This is an optimization exercise on Yosys and OpenROAD, whose aim is small area and a short achievable clock period, not a production implementation.
Function was checked by simulation only, so behaviour that the tests miss may differ from the original.
Power figures rest on the tool's default switching activity, not on a simulated workload.

## flow/design.v (module list and top-level ports; edited modules follow where they fit)
// module alu_d: 4086 lines
module alu_d #(parameter N = 32)
(
  input clk, rst,
  input [1:0] inp_valid,
  input mode,
  input [3:0] cmd,
  input ce, cin,
  input [N-1:0] opa, opb,
  output reg err, g, l, e,
  output oflow, cout,
  output [(2*N-1):0] res
);
  // ...
==> flow/flow/run.sh <==
#!/bin/bash
# The standard layout, with the port buffers made of a plain buffer cell
# (buf_2) instead of the delay-cell buffers buffer_ports picks by default.
set -o pipefail
export BUFFER_PORTS_ARGS="-buffer_cell sky130_fd_sc_hd__buf_2"
bash standard.sh > standard.log 2>&1
==> flow/standard.sh <==
#!/bin/bash
# synth_recipe.tcl (not shown) runs the flow's synth.tcl, then flattens the netlist and writes it again
# the make line also repeats each setting of config.mk as NAME=value (left out here)
make -C /OpenROAD-flow-scripts/flow DESIGN_CONFIG=/design/flow/config.mk WORK_HOME=/design/flow/orfs CLKGATE_MAP_FILE= SYNTH_SCRIPT=/design/flow/synth_recipe.tcl "${@:-finish}"
==> flow/config.mk <==
export PLATFORM = sky130hd
export DESIGN_NAME = alu_d
export DESIGN_NICKNAME = alu_d
export VERILOG_FILES = /design/flow/design.v
export SDC_FILE = /design/flow/constraint.sdc
export NUM_CORES = 4
export LEC_CHECK = 0
export ABC_CLOCK_PERIOD_IN_PS = 5000
export CAP_MARGIN = 20
export CORE_MARGIN = 2
export CORE_UTILIZATION = 40
export CTS_CLUSTER_DIAMETER = 60
export CTS_CLUSTER_SIZE = 10
export PLACE_DENSITY = 0.6
export SETUP_SLACK_MARGIN = 5
export SLEW_MARGIN = 20
==> flow/constraint.sdc <==
create_clock -name core_clock -period 11.0 [get_ports {clk}]
set_input_delay 2.2000 -clock core_clock [delete_from_list [all_inputs] [get_ports {clk}]]
set_output_delay 2.2000 -clock core_clock [all_outputs]
set_load 0.01 [all_outputs]
==> results.tsv, run 1 <==
stage	metric	value	unit
critical_path	regToRegStartpoint	dneg[9]	
timing	max_freq	170	MHz
timing	setup_slack	5.13	ns
floorplan	start_util	0.405	
final_layout	buffer_area_frac	0.0361	
synth	synth_xor_area_frac	0.146	
floorplan	fp.dieW	300	µm
timing	timing.final.hold_violations	0	
final_layout	fin_cells	4668	
synth	synthAdderAreaFrac	0.365	
critical_path	critPathMaxStageDelay	0.62	ns
power_and_ir_drop	p_int	3200	µW
synth	synth_compound_area_frac	0.187	
route	m1WireLength	53.4	mm
synth	ys_seq_elements	271	
final_layout	layout_commonest_cell	fa_1	
power_and_ir_drop	p_comb_frac	0.573	
critical_path	endpoint	oflow	
synth	ys_types	75	
route	met3_length	21.5	mm
final_layout	clockBufferCount	42	
flow_run	maxCapViolCount	0	
timing	layout_worst_path_cycle_share	0.533	
clock_tree	cts_buffer_depth	3	
global_routing	antenna_found_initial	7	
timing	finalClockSkew	0.0300	ns
clock_tree	cts_buffers	37	
outcome	status	no timing/DRC/antenna violations	
timing	tightestPinTransition	1.06	ns
timing	worst_hold_slack	0.434	ns
==> inputs of run 2 (changes only) <==
==> flow/flow/run.sh (replaced) <==
#!/bin/bash
# The standard layout, with the port buffers made of a plain buffer cell
# (buf_2) instead of the delay-cell buffers buffer_ports picks by default,
# and timing repair aimed at a larger setup slack.
set -o pipefail
export BUFFER_PORTS_ARGS="-buffer_cell sky130_fd_sc_hd__buf_2"
export SETUP_SLACK_MARGIN=6
bash standard.sh > standard.log 2>&1
--- a/flow/config.mk
+++ b/flow/config.mk
@@ -12,5 +12,4 @@
 export CTS_CLUSTER_DIAMETER = 60
 export CTS_CLUSTER_SIZE = 10
 export PLACE_DENSITY = 0.6
-export SETUP_SLACK_MARGIN = 5
 export SLEW_MARGIN = 20
==> run 2 against run 1 <==
- critical path depth is 2 higher
- first-iteration DRC count is 4.8% higher
- total power is 9.1% higher
- final area is 3.9% higher
- setup slack better by 0.32 ns
- global-route usage hardly changed
- register-to-register slack better by 0.84 ns
- combinational power is 14% higher
- clock-buffer cell count stayed put
- critical path type unchanged
==> results.tsv, run 2 <==
stage	metric	value	unit	change
critical_path	path_class	reg -> out		
synth	synth_area_leader_cell	fa_1		
final_layout	drive_gt1_frac	0.150		
power_and_ir_drop	ir_drop	161	µV	
clock_tree	cts_htree_levels	2		
final_layout	nets	4317		
floorplan	start_util	0.405		unchanged
critical_path	cp.required	8.80	ns	
critical_path	crit_path_start_kind	flop		
final_layout	layout_commonest_cell	fa_1		
final_layout	largest_register_ffs	64		
place	preCtsSetupSlack	5.26	ns	
power_and_ir_drop	power.switching	3000	µW	
timing	slew_headroom	0.274		
power_and_ir_drop	switching_share	0.460		
synth	yosys.area.top_type_share	0.304		
final_layout	syn_to_final_growth	11.8	%	
timing	setup_slack	5.45	ns	+0.317 ns
final_layout	largestRegisters	s_r x64, c_r x63, b_r x33		
route	dr.pass1.iters	12		
final_layout	layout_common_cells	fa_1 (534), a22oi_1 (531), xnor2_1 (359)		
timing	finalClockSkew	0.0235	ns	-0.00658 ns
final_layout	post-route-util	0.452		
global_routing	grt-ovfl-total	0		
synth	synth.area.top_cells	fa_1 (30%), dfxtp_1 (15%), a22oi_1 (11%)		
synth	synth_seq_area_share	0.154		
synth	ys_seq_elements	271		unchanged
synth	syn_nets	4354		
synth	yosysMostFrequentCell	fa_1		
timing	tightestPinTransition	1.09	ns	+0.0227 ns
synth	synth.avg_cell_area	9.84	µm²	
synth	synthTopCellsByCount	fa_1 (534), a22oi_1 (531), xnor2_1 (380), inv_1 (352), clkbuf_1 (316)		
route	num_vias	29000		
synth	netlist_instances	3574		
timing	worst_hold_slack	0.435	ns	+0.00116 ns
synth	syn_area	0.0352	mm²	
floorplan	die_y	300	µm	
clock_tree	holdBufCountCts	0		
global_routing	grt_usage	0.296		
min_path	hold_path_class	reg -> reg		
timing	layout_worst_path_cycle_share	0.505		-0.0288
place	dpl_cell_area	0.0367	mm²	
floorplan	io_pins	145		
route	wl_per_cell	28.9	µm	
global_routing	grt_start_max_net_pins	38		
synth	ys_types	75		unchanged
power_and_ir_drop	power.density	166	mW/mm²	
floorplan	fp.dieW	300	µm	unchanged
timing	timing.final.hold_violations	0		unchanged
place	dpl.hpwl	90.5	mm	
clock_tree	cts_buffer_depth	3		unchanged
final_layout	design_area	0.0393	mm²	
final_layout	regMostFlops	s_r		
timing	max_freq	180	MHz	+5.7%
floorplan	coreArea	0.0869	mm²	
flow_run	maxCapViolCount	0		unchanged
clock_tree	cts.sink_count	271		
final_layout	fillers	8184		
clock_tree	cts_buffers	36		-2.7%
timing	setup_viol_count_final	0		
critical_path	crit_path_max_fanout	4		
synth	async_flop_share	0		
synth	synth_ff_type	dfxtp_1		
power_and_ir_drop	p_comb_frac	0.598		+0.025
timing	finalWorstPathRequiredPeriod	5.55	ns	
timing	rsz0062_at_grt	yes		
route	via_per_inst	6.17		
synth	synth_warnings	1		
power_and_ir_drop	cellLeakagePower	0.0144	µW	
power_and_ir_drop	p_clk_frac	0.167		
route	ant_nets	0		
critical_path	endpoint_kind	output port		
floorplan	dieArea	0.0903	mm²	
power_and_ir_drop	p_int	3510	µW	+9.5%
clock_tree	worstSkewPairLatency	0.54	ns	
clock_tree	root_buffer	clkbuf_16		
clock_tree	clk_pin_slew_worst_paths	0.05	ns	
clock_tree	cts_tree	yes		
route	wl	136	mm	
timing	tns	0	ns	
global_routing	grt_pass1_wl	199	mm	
route	drt_iter0_drc	3741		
timing	finalMaxSlewViolations	0		
floorplan	std_cell_rows	108		
global_routing	antenna_found_initial	4		-3
place	port-buffer-count	144		
critical_path	worstPathArrival	3.35	ns	
global_routing	grt_pass1_vias	29500		
place	gp_congestion	0.970		
final_layout	antenna_cells	0		
outcome	status	no timing/DRC/antenna violations		
power_and_ir_drop	seqPwrFrac	0.235		
route	drc	0		
synth	synth_edf_count	0		
## run 2: cell counts after synthesis
No cell type changed its count.
## run 2: metal layers
layer,track usage,vias to the layer above,routed length [µm]
met5,0,-,52
met4,0.0990,8,5570
met3,0.140,423,21600
met2,0.420,2196,55100
met1,0.394,14400,53600
li1,-,12000,-
## run 2: cells by family after synthesis
family,count (synthesis),synth area share
flip-flops,271,0.154
AO/OA/AOI/OAI,883,0.187
adder cells (fa/ha/maj),705,0.365
buffers and inverters,708,0.0761
multiplexers,34,0.0204
AND/OR/NAND/NOR,388,0.0515
XOR/XNOR,585,0.146
## run 2: metrics by stage
| step | cells | power (µW) |
|---|---|---|
| floorplan | 3574 | 3430 |
| global placement | 4609 | 4730 |
| detailed placement | 4609 | 4780 |
| CTS | 4687 | 6240 |
| global route | 4704 | 6950 |
| finish | 4704 | 6510 |
## run 2: worst max-delay path: stages (launching register included)
cell and delay, ns:
dfxtp_1 0.32, ha_4 0.15, o211ai_1 0.27, a21oi_2 0.13, o31ai_4 0.22, buf_12 0.17
a211oi_4 0.07, o211ai_2 0.28, a31oi_4 0.18, a221oi_4 0.34, o21ba_4 0.20, xor2_4 0.22
o22ai_1 0.09, buf_2 0.17
## run 2: what timing repair did
action | in CTS | in global routing
endpoints found under the setup margin | 128 | 75
pin swaps | 57 | 49
resized for setup | 143 | 93
cloned | 1 | 2
buffers inserted | 27 | 15
## run 2: cell type report
| type | instances | area, µm² | share of cell area |
|---|---|---|---|
| clock buffer | 42 | 965 | 0.0245 |
| clock inverter | 8 | 108 | 0.00274 |
| inverter | 361 | 1380 | 0.0351 |
| multi-input combinational | 2598 | 28100 | 0.714 |
| sequential | 271 | 5490 | 0.140 |
| tap | 1155 | 1450 | 0.0368 |
| timing repair buffer | 269 | 1840 | 0.0468 |
## run 2: worst paths after layout
path | cells past startpoint | slack (ns) | endpoint | from
worst min-delay path | 1 | 0.44 | o_t32 | sel_t32
worst max-delay path | 13 | 5.45 | res[14] | s_r[1]
worst max register to register | 11 | 5.97 | s_r[30] | a_r[24]
worst min register to register | 1 | 0.44 | o_t32 | sel_t32
## run 2: power groups by stage
| stage | registers, µW | clock network, µW | logic [µW] |
|---|---|---|---|
| after floorplan | 1390 | 0 | 2040 |
| after global placement | 1470 | 0 | 3250 |
| after detailed placement | 1470 | 0 | 3300 |
| after CTS | 1490 | 1110 | 3650 |
| after global routing | 1550 | 1150 | 4250 |
| final | 1530 | 1090 | 3890 |
==> inputs of run 3 (changes only) <==
--- a/flow/config.mk
+++ b/flow/config.mk
@@ -5,7 +5,7 @@
 export SDC_FILE = /design/flow/constraint.sdc
 export NUM_CORES = 4
 export LEC_CHECK = 0
-export ABC_CLOCK_PERIOD_IN_PS = 5000
+export ABC_AREA = 1
 export CAP_MARGIN = 20
 export CORE_MARGIN = 2
 export CORE_UTILIZATION = 40
==> run 3 against run 2 <==
- critical endpoint is now s_r[31]
- die area rose by 2.6%
- combinational power down 5.4%
- setup slack better by 0.61 ns
- largest power group unchanged
- total power decreased by 4.0%
- final cell count rose by 16%
- still clean
- core utilization fell by 0.96 points
- global-route usage is 0.76 points higher
- critical path depth decreased by 1
- largest cell class unchanged
- synthesized cell count increased by 19%
- critical path type is now reg -> reg
==> results.tsv, run 3 <==
stage	metric	value	unit	change
clock_tree	cts_htree_levels	2		unchanged
synth	ys_types	48		-36%
power_and_ir_drop	ir_drop	96.4	µV	-40%
route	wl_per_cell	26.4	µm	-8.5%
synth	async_flop_share	0		unchanged
synth	synth_area_leader_cell	fa_1		
synth	synth.avg_cell_area	8.50	µm²	-14%
global_routing	grt_pass1_vias	32200		+9.2%
synth	synth_warnings	1		unchanged
timing	layout_worst_path_cycle_share	0.449		-0.0558
route	drt_iter0_drc	3964		+6.0%
critical_path	endpoint_kind	flop		
critical_path	crit_path_max_fanout	24		+20
min_path	hold_path_class	reg -> reg		
synth	yosys.area.top_type_share	0.296		-0.00795
clock_tree	cts.sink_count	271		unchanged
critical_path	crit_path_start_kind	flop		
synth	ys_seq_elements	271		unchanged
floorplan	io_pins	145		unchanged
synth	synth_ff_type	dfxtp_1		
global_routing	grt_usage	0.304		+0.00763
power_and_ir_drop	cellLeakagePower	0.0161	µW	+12%
route	wl	144	mm	+5.8%
floorplan	dieArea	0.0927	mm²	+2.6%
final_layout	nets	5030		+17%
critical_path	r2r_cells	12		+1
power_and_ir_drop	power.density	157	mW/mm²	-5.0%
timing	setup_slack	6.06	ns	+0.614 ns
min_path	hold_start	sel_lo		
place	port-buffer-count	144		unchanged
route	met3_length	20.0	mm	-7.8%
route	m1WireLength	54.8	mm	+2.2%
global_routing	grt-ovfl-total	0		unchanged
clock_tree	root_buffer	clkbuf_16		
route	ant_nets	0		unchanged
timing	timing.final.hold_violations	0		unchanged
timing	setup_viol_count_final	0		unchanged
final_layout	layout_commonest_cell	o22ai_1		
final_layout	layout_common_cells	o22ai_1 (575), inv_1 (549), fa_1 (534)		
min_path	min_to	o_lo		
outcome	status	no timing/DRC/antenna violations		
synth	syn_area	0.0361	mm²	+2.7%
global_routing	grt_pass1_wl	211	mm	+6.1%
global_routing	grt_start_max_net_pins	36		-5.3%
place	gp_congestion	0.947		-2.5%
critical_path	r2r_end	s_r[31]		
timing	max_freq	203	MHz	+12%
timing	tightestPinTransition	0.889	ns	-0.199 ns
place	dpl.hpwl	97.8	mm	+8.0%
timing	finalWorstPathRequiredPeriod	4.94	ns	-0.614 ns
final_layout	drive_gt1_frac	0.119		-0.0313
critical_path	r2r_slack	6.06	ns	+0.09 ns
synth	synth_edf_count	0		unchanged
route	drc	0		unchanged
final_layout	fin_cells	5440		+16%
final_layout	largestRegisters	s_r x64, c_r x63, b_r x33		
global_routing	antenna_found_initial	3		-1
final_layout	syn_to_final_growth	10.0	%	
route	dr.pass1.iters	6		-6
clock_tree	worstSkewPairLatency	0.59	ns	+0.05 ns
clock_tree	cts_buffer_depth	3		unchanged
floorplan	fp.dieW	304	µm	+1.3%
route	top_layer	met5		
synth	yosysMostFrequentCell	o22ai_1		
clock_tree	cts_buffers	39		+8.3%
timing	rsz0062_at_grt	yes		
synth	synth.area.top_cells	fa_1 (30%), dfxtp_1 (15%), xor2_1 (13%)		
floorplan	die_y	304	µm	+1.3%
synth	syn_nets	5026		+15%
final_layout	regMostFlops	s_r		
clock_tree	holdBufCountCts	0		unchanged
critical_path	cp-startpoint	dneg[0]		
route	via_per_inst	5.89		-4.5%
final_layout	largest_register_ffs	64		unchanged
critical_path	cp.required	11.46	ns	+2.66 ns
floorplan	std_cell_rows	110		+1.9%
synth	netlist_instances	4246		+19%
route	dr_wl_met2	61.5	mm	+12%
place	dpl.cell_count	5355		+16%
clock_tree	cts_tree	yes		
timing	slew_headroom	0.407		+0.133
critical_path	worstPathArrival	5.39	ns	+2.04 ns
floorplan	start_util	0.402		-0.00233
timing	finalMaxSlewViolations	0		unchanged
critical_path	regToRegStartpoint	dneg[0]		
place	preCtsSetupSlack	5.13	ns	-0.136 ns
critical_path	path_class	reg -> reg		
timing	finalClockSkew	0.0248	ns	+0.00130 ns
synth	synth_seq_area_share	0.150		-0.00403
clock_tree	clk_pin_slew_worst_paths	0.05	ns	about the same
min_path	hold_path_depth	2		+1
timing	worst_hold_slack	0.403	ns	-0.0323 ns
floorplan	coreArea	0.0897	mm²	+3.3%
route	num_vias	32000		+10%
timing	tns	0	ns	unchanged
synth	synthTopCellsByCount	o22ai_1 (575), inv_1 (562), fa_1 (534), xor2_1 (531), nand2_1 (516)		
final_layout	fillers	8843		+8.1%
flow_run	maxCapViolCount	0		unchanged
## run 3: cell types whose count changed in the layout (fill, tap and decap cells not counted), moves of 44 or more
cell	change
a22o_1	-44
xnor2_1	-359
nand3_1	+113
nand2_1	+355
o211ai_1	+61
o22ai_1	+571
nor2_1	+65
xor2_1	+337
clkinv_1	+53
a21o_1	-52
inv_1	+199
a22oi_1	-531
## run 3: worst max-delay path by stage
stage,endpoint,slack [ns],cells past startpoint
6_report,s_r[31],6.06,12
5_1_grt,res[23],5.97,15
4_1_cts,res[0],6.00,12
3_5_place_dp,res[33],5.13,15
3_3_place_gp,res[33],5.18,15
2_1_floorplan,s_r[38],6.25,12
## run 3: layout make-up
type,count,area (µm²),area share
Multi-Input combinational cell,3040,27600,0.694
Sequential cell,271,5450,0.137
Inverter,638,2430,0.0612
Timing Repair Buffer,259,1670,0.0420
Tap cell,1176,1470,0.0370
Clock buffer,41,983,0.0248
Clock inverter,13,134,0.00337
Timing Repair inverter,1,5.00,0.000126
Antenna cell,1,2.50,0.0000630
## run 3: worst max-delay path, stage by stage, from the launching register on
cell and delay [ns]:
dfxtp_1 0.33, buf_6 0.38, inv_1 0.08, buf_4 0.25, xor2_1 0.22, fa_1 0.54, fa_1 0.60, fa_1 0.46
fa_1 0.40, fa_1 0.51, fa_1 0.65, inv_1 0.08, ha_1 0.29
## run 3: what timing repair did
item,4_1_cts,5_1_grt
pin swaps,10,13
gates resized for setup,87,63
setup buffers,12,9
cloned,7,1
setup endpoints to repair,97,84
## run 3: kinds of logic after synthesis
| family | count (synthesis) | share of synthesized area |
|---|---|---|
| AND/OR/NAND/NOR | 955 | 0.116 |
| buffers and inverters | 942 | 0.101 |
| AO/OA/AOI/OAI | 842 | 0.149 |
| adder cells (fa/ha/maj) | 705 | 0.355 |
| XOR/XNOR | 531 | 0.129 |
| flip-flops | 271 | 0.150 |
## run 3: power breakdown
| part | switching (µW) | total, µW | internal, µW |
|---|---|---|---|
| logic | 2260 | 3680 | 1410 |
| clock network | 478 | 1140 | 666 |
| registers | 184 | 1430 | 1240 |
| total | 2930 | 6250 | 3320 |
## run 3: through the flow
stage / utilization / total power, µW / cell area, µm²
after floorplan: - / 3650 / 36100
after global placement: 0.421 / 4720 / 37800
after detailed placement: 0.421 / 4790 / 37800
after CTS: 0.439 / 6120 / 39400
after global routing: 0.443 / 6780 / 39700
final: 0.443 / 6250 / 39700
## run 3: per-layer routing
metal	up-vias	track usage
li1	13900	-
met3	528	0.131
met5	-	0
met1	15400	0.376
met4	6	0.138
met2	2207	0.456
==> inputs of run 4 (changes only) <==
--- a/flow/flow/run.sh
+++ b/flow/flow/run.sh
@@ -4,5 +4,5 @@
 # and timing repair aimed at a larger setup slack.
 set -o pipefail
 export BUFFER_PORTS_ARGS="-buffer_cell sky130_fd_sc_hd__buf_2"
-export SETUP_SLACK_MARGIN=6
+export SETUP_SLACK_MARGIN=6.5
 bash standard.sh > standard.log 2>&1
==> run 4 against run 3 <==
- still clean
- register-to-register slack gained 0.32 ns
- clock-buffer cell count grew 4
- maximum frequency grew 1.4%
- clock power grew 9.6%
- first-iteration DRC count grew 11%
- die area is the same
- clock skew grew 0.011 ns
- sequential power is essentially flat
- synthesized cell count is the same
- non-clock buffer count grew 103
- synthesized area is the same
- critical path type is now reg -> out
- critical endpoint is now res[19]
- largest cell class unchanged
- highest routed layer unchanged
==> results.tsv, run 4 <==
stage	metric	value	unit	change
power_and_ir_drop	p_comb_frac	0.612		+0.024
synth	synthTopCellsByCount	o22ai_1 (575), inv_1 (562), fa_1 (534), xor2_1 (531), nand2_1 (516)		
clock_tree	cts_buffers	39		unchanged
power_and_ir_drop	seqPwrFrac	0.209		-0.019
route	wl	154	mm	+6.9%
final_layout	fillers	8285		-6.3%
floorplan	coreArea	0.0897	mm²	unchanged
power_and_ir_drop	power.switching	3260	µW	+12%
final_layout	layout_commonest_cell	inv_1		
synth	netlist_instances	4246		unchanged
clock_tree	holdBufCountCts	0		unchanged
critical_path	cp.required	8.80	ns	-2.66 ns
synth	synth_warnings	1		unchanged
min_path	hold_path_depth	2		unchanged
critical_path	r2r_end	s_r[33]		
synth	synth.area.top_cells	fa_1 (30%), dfxtp_1 (15%), xor2_1 (13%)		
power_and_ir_drop	cellLeakagePower	0.0179	µW	+11%
timing	max_freq	205	MHz	+1.4%
timing	tns	0	ns	unchanged
final_layout	regMostFlops	s_r		
route	wl_per_cell	27.7	µm	+4.8%
power_and_ir_drop	switching_share	0.470		+0.00227
critical_path	crit_path_start_kind	flop		
power_and_ir_drop	power.density	157	mW/mm²	-0.49%
outcome	status	no timing/DRC/antenna violations		
floorplan	io_pins	145		unchanged
final_layout	regArea	0.00553	mm²	+1.6%
global_routing	grt_pass1_wl	216	mm	+2.7%
place	preCtsSetupSlack	5.11	ns	-0.0147 ns
power_and_ir_drop	p_int	3670	µW	+11%
timing	finalClockSkew	0.0355	ns	+0.0108 ns
global_routing	grt_start_max_net_pins	36		unchanged
final_layout	syn_to_final_growth	22.8	%	
route	ant_nets	0		unchanged
critical_path	crit_path_max_fanout	8		-67%
place	port-buffer-count	144		unchanged
synth	ys_seq_elements	271		unchanged
final_layout	nets	5131		+2.0%
final_layout	multi_input_area	0.0295	mm²	+6.8%
min_path	hold_path_class	reg -> reg		
synth	synth_ff_type	dfxtp_1		
synth	synth_seq_area_share	0.150		unchanged
timing	slew_headroom	0.286		-0.121
critical_path	worstPathArrival	2.67	ns	-2.72 ns
power_and_ir_drop	p_clk_frac	0.179		-0.004
final_layout	largestRegisters	s_r x64, c_r x63, b_r x33		
global_routing	antenna_found_initial	1		-2
flow_run	maxCapViolCount	0		unchanged
floorplan	start_util	0.402		unchanged
final_layout	largest_register_ffs	64		unchanged
synth	synth_area_leader_cell	fa_1		
critical_path	regToRegStartpoint	dtwo[4]		
floorplan	std_cell_rows	110		unchanged
critical_path	r2r_cells	13		+1
global_routing	grt_pass1_vias	32800		+2.0%
critical_path	path_class	reg -> out		
timing	finalWorstPathRequiredPeriod	4.87	ns	-0.0698 ns
timing	tightestPinTransition	1.07	ns	+0.177 ns
timing	rsz0062_at_grt	yes		
synth	yosys.area.top_type_share	0.296		unchanged
clock_tree	cts_tree	yes		
synth	syn_nets	5026		unchanged
global_routing	grt-ovfl-total	0		unchanged
place	gp_congestion	0.961		+1.5%
route	drc	0		unchanged
route	drt_iter0_drc	4414		+11%
route	via_per_inst	6.03		+2.3%
synth	synth.avg_cell_area	8.50	µm²	unchanged
synth	yosysMostFrequentCell	o22ai_1		
floorplan	die_y	304	µm	unchanged
clock_tree	cts_htree_levels	2		unchanged
min_path	hold_start	e_r		
clock_tree	clk_pin_slew_worst_paths	0.05	ns	about the same
critical_path	endpoint_kind	output port		
timing	finalMaxSlewViolations	0		unchanged
clock_tree	cts.sink_count	271		unchanged
synth	syn_area	0.0361	mm²	unchanged
global_routing	grt_usage	0.313		+0.00954
timing	layout_worst_path_cycle_share	0.443		-0.00635
floorplan	dieArea	0.0927	mm²	unchanged
clock_tree	cts_buffer_depth	3		unchanged
route	num_vias	33400		+4.3%
clock_tree	worstSkewPairLatency	0.60	ns	about the same
final_layout	post-route-util	0.494		+0.0513
min_path	min_to	e		
place	dpl.hpwl	98.0	mm	+0.19%
timing	setup_viol_count_final	0		unchanged
critical_path	r2r_slack	6.38	ns	+0.32 ns
timing	timing.final.hold_violations	0		unchanged
route	dr.pass1.iters	7		+1
final_layout	drive_gt1_frac	0.230		+0.111
power_and_ir_drop	ir_drop	102	µV	+5.5%
synth	async_flop_share	0		unchanged
synth	ys_types	48		unchanged
final_layout	layout_common_cells	inv_1 (536), o22ai_1 (513), xor2_1 (510)		
synth	synth_edf_count	0		unchanged
timing	setup_slack	6.13	ns	+0.0698 ns
floorplan	fp.dieW	304	µm	unchanged
clock_tree	root_buffer	clkbuf_16		
run 4: cell type report:
cell class / instances / share of cell area
timing repair buffer: 362 / 0.0889
inverter: 638 / 0.0603
antenna: 1 / 0.0000565
timing repair inverter: 1 / 0.000198
clock inverter: 13 / 0.00435
sequential: 271 / 0.125
tap: 1176 / 0.0332
multi-input combinational: 3038 / 0.665
clock buffer: 45 / 0.0234
run 4: stage by stage:
step                      std cells  area (µm²)  total power (µW)  hold WS [ns]
after floorplan                4246       36200              3650         0.330
after global placement         5352       37700              4780         0.407
after detailed placement       5352       37700              4820         0.399
after CTS                      5468       41800              6420         0.412
after global routing           5544       44300              7440         0.428
final                          5545       44300              6940         0.411
run 4: worst max-delay path by stage:
stage,from,end
2_1_floorplan,dneg[7],s_r[38]
3_3_place_gp,c_r[0],res[33]
3_5_place_dp,c_r[0],res[33]
4_1_cts,c_r[0],res[33]
5_1_grt,c_r[0],res[15]
6_report,c_r[0],res[19]
run 4: kinds of logic (layout without fill, tap and decap cells):
group / after synthesis / count (layout) / share of synthesized area
AND/OR/NAND/NOR: 955 / 960 / 0.116
flip-flops: 271 / 271 / 0.150
buffers and inverters: 942 / 1059 / 0.101
other: 0 / 1 / 0
AO/OA/AOI/OAI: 842 / 842 / 0.149
XOR/XNOR: 531 / 531 / 0.129
adder cells (fa/ha/maj): 705 / 705 / 0.355
run 4: power groups by stage:
stage,logic [µW],clock network (µW),registers [µW]
finish,4250,1250,1450
global route,4670,1300,1470
CTS,3750,1260,1410
detailed placement,3390,0,1420
global placement,3360,0,1420
floorplan,2280,0,1370
run 4: routing by layer:
layer / global-route usage / up-vias / share of wire
li1: - / 14100 / -
met1: 0.391 / 16100 / 0.36
met2: 0.464 / 2496 / 0.42
met3: 0.132 / 671 / 0.15
met4: 0.151 / 8 / 0.068
met5: 0.00827 / - / 0.0014
run 4: timing repair:
| item | CTS | global route |
|---|---|---|
| gates cloned | 12 | 15 |
| pin swaps | 82 | 217 |
| buffers inserted | 46 | 61 |
| gates resized for setup | 538 | 415 |
| endpoints found under the setup margin | 135 | 101 |
run 4: worst max-delay path, stage by stage, from the launching register on:
cell	delay (ns)
dfxtp_2	0.32
ha_4	0.15
inv_2	0.04
nand2_2	0.05
nand2_2	0.08
nand2_2	0.06
nand2_2	0.06
nand2_2	0.07
nand2_2	0.08
nand2_4	0.10
nand2_8	0.10
buf_12	0.14
nand2_8	0.12
nand2_4	0.11
nand2_2	0.05
nand2_2	0.08
nand3_4	0.15
nand2_4	0.17
buf_6	0.11

==> what the ideal ports hide <==
No port has a modelled driver above. Below, the same layouts with a new extraction and two added sets of constraints.
Step 1 sets driving cells, clkbuf_16 on the clock port and buf_2 on the other inputs (assumed; they add their load-dependent delay and slew).
Step 2 moves the port delays by t, midway between the first and last clock arrival at a register: inputs arrive t later, outputs are due t later. That takes back most of the time a late clock gives input paths.
Three values: no drivers, after step 1, after step 2; two values: the first two.
run | t (ns) | setup WS [ns] | hold slack, ns | worst setup path after step 2 | clock arrival spread, ns
run 1 | 0.621 | 5.132 / 5.058 / 5.133 | 0.434 / 0.434 / 0.434 | register to register | 0.033 / 0.033
run 2 | 0.595 | 5.449 / 5.383 / 5.972 | 0.435 / 0.435 / 0.435 | register to register | 0.023 / 0.023
run 3 | 0.651 | 6.063 / 6.033 / 6.063 | 0.403 / 0.403 / 0.403 | register to register | 0.028 / 0.028
run 4 | 0.655 | 6.132 / 6.064 / 6.382 | 0.411 / 0.411 / 0.411 | register to register | 0.036 / 0.037
After both steps setup and hold are still met in every run listed.
